Context: an optimization exercise on an open-source flow, tuned for small area. The choices shown serve that exercise and are no tape-out recipe.
Only simulation tests tie the RTL to the original design; equivalence was not proved.
Power figures rest on the tool's default switching activity, not on a simulated workload.

## uart
module uart (
	input            i_clk,
	input            i_rst_n,
	input            i_we,
	input      [7:0] i_address,
	input      [7:0] i_data,
	input            i_rx,
	input            i_xcki,
	input            i_ddr_xck,
	output           o_xcko,
	output reg       o_tx,
	output reg [7:0] o_data
);
wire sel0 = (i_address == 8'd0);
wire sel1 = (i_address == 8'd1);
wire sel2 = (i_address == 8'd2);
wire sel3 = (i_address == 8'd3);
wire sel4 = (i_address == 8'd4);
wire mcu_read = sel4 & ~i_we;
reg  [1:0] ucsra_l;    
reg  [7:2] ucsra_h;    
reg  [7:2] ucsrb_h;    
reg        txb8;
reg  [6:0] ucsrc;      
reg  [3:0] ubrrh;
reg  [7:0] ubrrl;
reg        rd_ucsrc;   
reg  [7:0] udr_tx;     
reg        tx_pend;
wire       u2x   = ucsra_l[1];
wire       mpcm  = ucsra_l[0];
wire       rxen  = ucsrb_h[4];
wire       txen  = ucsrb_h[3];
wire [2:0] ucsz  = {ucsrb_h[2], ucsrc[2:1]};
wire       umsel = ucsrc[6];
wire [1:0] upm   = ucsrc[5:4];
wire       usbs  = ucsrc[3];
wire       ucpol = ucsrc[0];
reg  [7:0] udr_rx;
reg        rxb8;
reg        udr_valid;
reg        pe_flag, fe_flag, dor_flag;
reg  [2:0] ts;
localparam T_IDLE = 3'b000, T_START = 3'b001, T_STOP = 3'b010, T_PAR = 3'b011;
wire t_idle  = (ts == T_IDLE);
wire t_start = (ts == T_START);
wire t_par   = (ts == T_PAR);
wire t_send  = ts[2];
wire udr_empty = ts[2] & ~ts[0];
always @(*) begin
	o_data = 8'h00;
	case (1'b1)
		sel0: o_data = {ucsra_h, ucsra_l};
		sel1: o_data = {ucsrb_h, rxb8, txb8};
		sel2: o_data = rd_ucsrc ? {1'b1, ucsrc} : {4'b0000, ubrrh};
		sel3: o_data = ubrrl;
		sel4: o_data = udr_rx;
	endcase
end
always @(posedge i_clk or negedge i_rst_n) begin
	if (~i_rst_n) begin
		ucsra_l <= 2'b00;
		ucsra_h <= 6'b001000;
	end else if (sel0 & i_we) begin
		ucsra_l <= i_data[1:0];
  ...
For scale: ~630 cells after synthesis, ~140 flip-flops, about 32 I/O pins.
clock: 10.0 ns
lec_check: 0
abc_area: 1
cap_margin: 20
core_margin: 2
core_utilization: 55
place_density: 0.7
slew_margin: 20
standard.sh (not shown) runs the stock make flow with config.mk's settings and CLKGATE_MAP_FILE= SYNTH_SCRIPT=/design/flow/synth_recipe.tcl, a recipe that flattens the netlist after the stock synthesis.
==> flow/flow/run.sh <==
#!/bin/bash
# Own layout flow: the standard ORFS flow (standard.sh) with three changes:
#  - synthesis maps the logic with an area-only ABC script (flow/abc_min_area.script);
#    everything else in synthesis, including the registers and their names, is unchanged
#  - synthesis does not map adders to half/full-adder cells (ADDER_MAP_FILE empty)
#  - port buffers use the smallest buffer cell
#  - the clock tree is built without dummy loads
# Each tool's output goes to standard_flow.log (make) and the ORFS logs under orfs/logs.
set -euo pipefail
W=$(pwd)
ABC_SCRIPT="$W/flow/abc_min_area.script"
{
  echo 'proc abc {args} {'
  echo '  set i [lsearch -exact $args -script]'
  echo "  if {\$i >= 0} { lset args [expr {\$i + 1}] $ABC_SCRIPT }"
  echo '  yosys abc {*}$args'
  echo '}'
  cat "$W/synth_recipe.tcl"
} > "$W/own_synth.tcl"
CTS="-sink_clustering_enable -repair_clock_nets -dont_use_dummy_load -buf_list sky130_fd_sc_hd__clkbuf_4 -sink_clustering_size 10"
bash standard.sh \
  "SYNTH_SCRIPT=$W/own_synth.tcl" \
  "ADDER_MAP_FILE=" \
  "BUFFER_PORTS_ARGS=-buffer_cell sky130_fd_sc_hd__buf_1" \
  "CTS_ARGS=$CTS" \
  finish > standard_flow.log 2>&1
==> flow/flow/abc_min_area.script <==
strash; &get -n; &deepsyn -T 30; &put; dch; amap -F 5 -A 5 -m; topo
Then changed:
--- a/flow/flow/run.sh
+++ b/flow/flow/run.sh
@@ -18,5 +18,5 @@
   cat "$W/synth_recipe.tcl"
 } > "$W/own_synth.tcl"
-CTS="-sink_clustering_enable -repair_clock_nets -dont_use_dummy_load -buf_list sky130_fd_sc_hd__clkbuf_4 -sink_clustering_size 10"
+CTS="-sink_clustering_enable -repair_clock_nets -dont_use_dummy_load -buf_list sky130_fd_sc_hd__clkbuf_8 -sink_clustering_size 20"
 bash standard.sh \
   "SYNTH_SCRIPT=$W/own_synth.tcl" \
Settings changed: CORE_UTILIZATION 55 to 40, PLACE_DENSITY 0.7 to 0.6.
After rerunning: Worst setup slack gains 22 ps; hold slack is worse by 4.7 ps; power came out higher by about 7%; global-route usage fell by 6.1 points; non-clock buffer count is higher by 2; die area rises by 36%; design area goes up by about 2.7%; clock-buffer cell count is unchanged; critical path depth stays the same.
Then changed:
--- a/flow/flow/run.sh
+++ b/flow/flow/run.sh
@@ -18,5 +18,5 @@
   cat "$W/synth_recipe.tcl"
 } > "$W/own_synth.tcl"
-CTS="-sink_clustering_enable -repair_clock_nets -dont_use_dummy_load -buf_list sky130_fd_sc_hd__clkbuf_8 -sink_clustering_size 20"
+CTS="-sink_clustering_enable -repair_clock_nets -dont_use_dummy_load -buf_list sky130_fd_sc_hd__clkbuf_4 -root_buf sky130_fd_sc_hd__clkbuf_8 -sink_clustering_size 20 -sink_clustering_max_diameter 40"
 bash standard.sh \
   "SYNTH_SCRIPT=$W/own_synth.tcl" \
==> flow/flow/abc_min_area.script (replaced) <==
strash; &get -n; &deepsyn -T 90; &put; dch; amap -F 5 -A 5 -m; topo
Settings changed: CORE_UTILIZATION 40 to 55, PLACE_DENSITY 0.6 to 0.7.
The new run ran to the end with no violations.
Critical path depth does not change.
Via count rises by 0.82%.
Worst setup slack hardly moves.
Total power falls by 6.3%.
Wire length falls by 6.9%.
Global-route usage rises by 6.1 points.
Design area falls by 2.5%.
Cell count falls by 5.3%.
Synthesized area stays the same.
Non-clock buffer count falls by 2.
Then changed:
--- a/flow/flow/run.sh
+++ b/flow/flow/run.sh
@@ -3,5 +3,4 @@
 #  - synthesis maps the logic with an area-only ABC script (flow/abc_min_area.script);
 #    everything else in synthesis, including the registers and their names, is unchanged
-#  - synthesis does not map adders to half/full-adder cells (ADDER_MAP_FILE empty)
 #  - port buffers use the smallest buffer cell
 #  - the clock tree is built without dummy loads
@@ -18,8 +17,7 @@
   cat "$W/synth_recipe.tcl"
 } > "$W/own_synth.tcl"
-CTS="-sink_clustering_enable -repair_clock_nets -dont_use_dummy_load -buf_list sky130_fd_sc_hd__clkbuf_4 -root_buf sky130_fd_sc_hd__clkbuf_8 -sink_clustering_size 20 -sink_clustering_max_diameter 40"
+CTS="-sink_clustering_enable -repair_clock_nets -dont_use_dummy_load -buf_list sky130_fd_sc_hd__clkbuf_8 -sink_clustering_size 20"
 bash standard.sh \
   "SYNTH_SCRIPT=$W/own_synth.tcl" \
-  "ADDER_MAP_FILE=" \
   "BUFFER_PORTS_ARGS=-buffer_cell sky130_fd_sc_hd__buf_1" \
   "CTS_ARGS=$CTS" \
==> flow/flow/abc_min_area.script (replaced) <==
strash; dch; amap -F 5 -A 5 -m; topo
Settings changed: CORE_UTILIZATION 55 to 40, PLACE_DENSITY 0.7 to 0.6.
Outcome: Synthesized cell count came out higher by 1.4%. Sequential share of layout area came out lower by 3.9 points. Worst setup slack got worse by 230 ps. Design area came out higher by 7.7%. Combinational power came out higher by 15%. Wire length came out higher by 15%. Critical path depth is unchanged.
Then changed:
--- a/flow/flow/run.sh
+++ b/flow/flow/run.sh
@@ -3,4 +3,5 @@
 #  - synthesis maps the logic with an area-only ABC script (flow/abc_min_area.script);
 #    everything else in synthesis, including the registers and their names, is unchanged
+#  - synthesis does not map adders to half/full-adder cells (ADDER_MAP_FILE empty)
 #  - port buffers use the smallest buffer cell
 #  - the clock tree is built without dummy loads
@@ -17,7 +18,8 @@
   cat "$W/synth_recipe.tcl"
 } > "$W/own_synth.tcl"
-CTS="-sink_clustering_enable -repair_clock_nets -dont_use_dummy_load -buf_list sky130_fd_sc_hd__clkbuf_8 -sink_clustering_size 20"
+CTS="-sink_clustering_enable -repair_clock_nets -dont_use_dummy_load -buf_list sky130_fd_sc_hd__clkbuf_4 -root_buf sky130_fd_sc_hd__clkbuf_8 -sink_clustering_size 20"
 bash standard.sh \
   "SYNTH_SCRIPT=$W/own_synth.tcl" \
+  "ADDER_MAP_FILE=" \
   "BUFFER_PORTS_ARGS=-buffer_cell sky130_fd_sc_hd__buf_1" \
   "CTS_ARGS=$CTS" \
==> flow/flow/abc_min_area.script (replaced) <==
strash; &get -n; &deepsyn -T 30; &put; dch; amap -F 5 -A 5 -m; topo
Settings changed: CORE_UTILIZATION 40 to 55, PLACE_DENSITY 0.6 to 0.7.
What happened: Power drops by 8.3%; clock-buffer cell count does not change; clock skew increases by 11 ps; synthesized cell count decreases by 1.4%.
Then changed:
--- a/flow/flow/run.sh
+++ b/flow/flow/run.sh
@@ -18,5 +18,5 @@
   cat "$W/synth_recipe.tcl"
 } > "$W/own_synth.tcl"
-CTS="-sink_clustering_enable -repair_clock_nets -dont_use_dummy_load -buf_list sky130_fd_sc_hd__clkbuf_4 -root_buf sky130_fd_sc_hd__clkbuf_8 -sink_clustering_size 20"
+CTS="-sink_clustering_enable -repair_clock_nets -dont_use_dummy_load -buf_list sky130_fd_sc_hd__clkbuf_4 -sink_clustering_size 20"
 bash standard.sh \
   "SYNTH_SCRIPT=$W/own_synth.tcl" \
What happened:
- clock-buffer cell count does not change
- design area barely changes
- power is about the same
- flip-flop and latch count is unchanged
- hold slack barely changes
- sequential share of layout area is about the same
- maximum frequency drops by 0.34%
- setup slack is worse by 20 ps
- wire length hardly moves

uart, a different RTL version from the one above (not shown whole).
Size in the first run: about 830 cells after synthesis, about 140 flip-flops, about 32 I/O pins, ~7000 sq um of cells after synthesis.
export LEC_CHECK = 0
export ABC_AREA = 1
export CAP_MARGIN = 20
export CORE_MARGIN = 2
export CORE_UTILIZATION = 40
export PLACE_DENSITY = 0.6
export SLEW_MARGIN = 20
create_clock -name core_clock -period 10.0 [get_ports {i_clk}]
==> flow/flow/run.sh <==
#!/bin/bash
# Own layout flow: the standard ORFS flow, with port buffers of the
# smallest buffer cell and a clock tree without dummy loads.
set -euo pipefail
CTS="-sink_clustering_enable -repair_clock_nets -dont_use_dummy_load -buf_list sky130_fd_sc_hd__clkbuf_8 -sink_clustering_size 20"
bash standard.sh \
  "BUFFER_PORTS_ARGS=-buffer_cell sky130_fd_sc_hd__buf_1" \
  "CTS_ARGS=$CTS" \
  finish > standard_flow.log 2>&1
The baseline completed with no timing, DRC or antenna violations.
Change:
--- a/flow/flow/run.sh
+++ b/flow/flow/run.sh
@@ -5 +5 @@
-CTS="-sink_clustering_enable -repair_clock_nets -dont_use_dummy_load -buf_list sky130_fd_sc_hd__clkbuf_8 -sink_clustering_size 20"
+CTS="-sink_clustering_enable -repair_clock_nets -dont_use_dummy_load -buf_list sky130_fd_sc_hd__clkbuf_4 -sink_clustering_size 20"
CORE_UTILIZATION = 65   (was 40)
PLACE_DENSITY = 0.75   (was 0.6)
Result: The new run finished with timing, DRC and antenna clean. Routed wire length went down by 0.64%. Via count went up by 4.3%. Core utilization went up by 27 points. Area after synthesis does not change. Combinational power went up by about 3%. Count of clock-buffer cells in the layout stays the same.
Change:
==> flow/run.sh (new file) <==
#!/bin/bash
# synth_recipe.tcl (not shown) runs the flow's synth.tcl, then flattens the netlist and writes it again
# the make line also repeats each setting of config.mk as NAME=value (left out here)
make -C /OpenROAD-flow-scripts/flow DESIGN_CONFIG=/design/flow/config.mk WORK_HOME=/design/flow/orfs CLKGATE_MAP_FILE= SYNTH_SCRIPT=/design/flow/synth_recipe.tcl finish
CORE_UTILIZATION = 40   (was 65)
PLACE_DENSITY = 0.6   (was 0.75)
removed: flow/flow/run.sh
removed: flow/standard.sh
Sequential share of layout area decreases by 4.7 points.
Worst setup slack gets worse by 0.76 ns.
Via count decreases by a few percent.
Worst hold slack gets worse by 0.0088 ns.
Routed wire length increases by a few percent.
Final cell count increases by roughly a tenth.
Total power increases by a quarter to a third.

## port drivers added, routing unchanged
In the flow no input, the clock included, has a driving cell. The finished layouts below were timed again as built, in two steps. Step 1: set_driving_cell puts a clkbuf_16 on i_clk and a buf_2 on each other input, an assumption about the parent block. Step 2, shift: input delay + t, output delay - t, t = (earliest + latest rising clock arrival at the registers) / 2. This alone moves slack from input paths to output paths. a / b / c = ideal ports / drivers / drivers and shift; a / b = the first two.
| run | shift t [ns] | slack for setup (ns) | worst data-port slew with drivers (ns) |
|---|---|---|---|
| the first run of note 1 | 0.561 | 4.072 / 4.053 / 4.053 | 0.03 |
| the second run of note 1 | 0.476 | 4.094 / 4.073 / 4.073 | 0.04 |
| the third run of note 1 | 0.440 | 4.092 / 4.073 / 4.073 | 0.03 |
| the fourth run of note 1 | 0.465 | 3.867 / 3.845 / 3.845 | 0.04 |
| the fifth run of note 1 | 0.440 | 4.092 / 4.073 / 4.073 | 0.03 |
| the sixth run of note 1 | 0.561 | 4.072 / 4.053 / 4.053 | 0.03 |
| the first run of note 2 | 0.476 | 4.420 / 4.401 / 4.401 | 0.03 |
| the second run of note 2 | 0.565 | 4.438 / 4.419 / 4.419 | 0.06 |
| the third run of note 2 | 0.460 | 3.682 / 3.653 / 3.653 | 0.04 |
After both steps setup and hold are still met in every run listed. The setup slack of the third run of note 2, which loses most, moves by -0.029 ns with the drivers and by -0.029 ns with both steps.
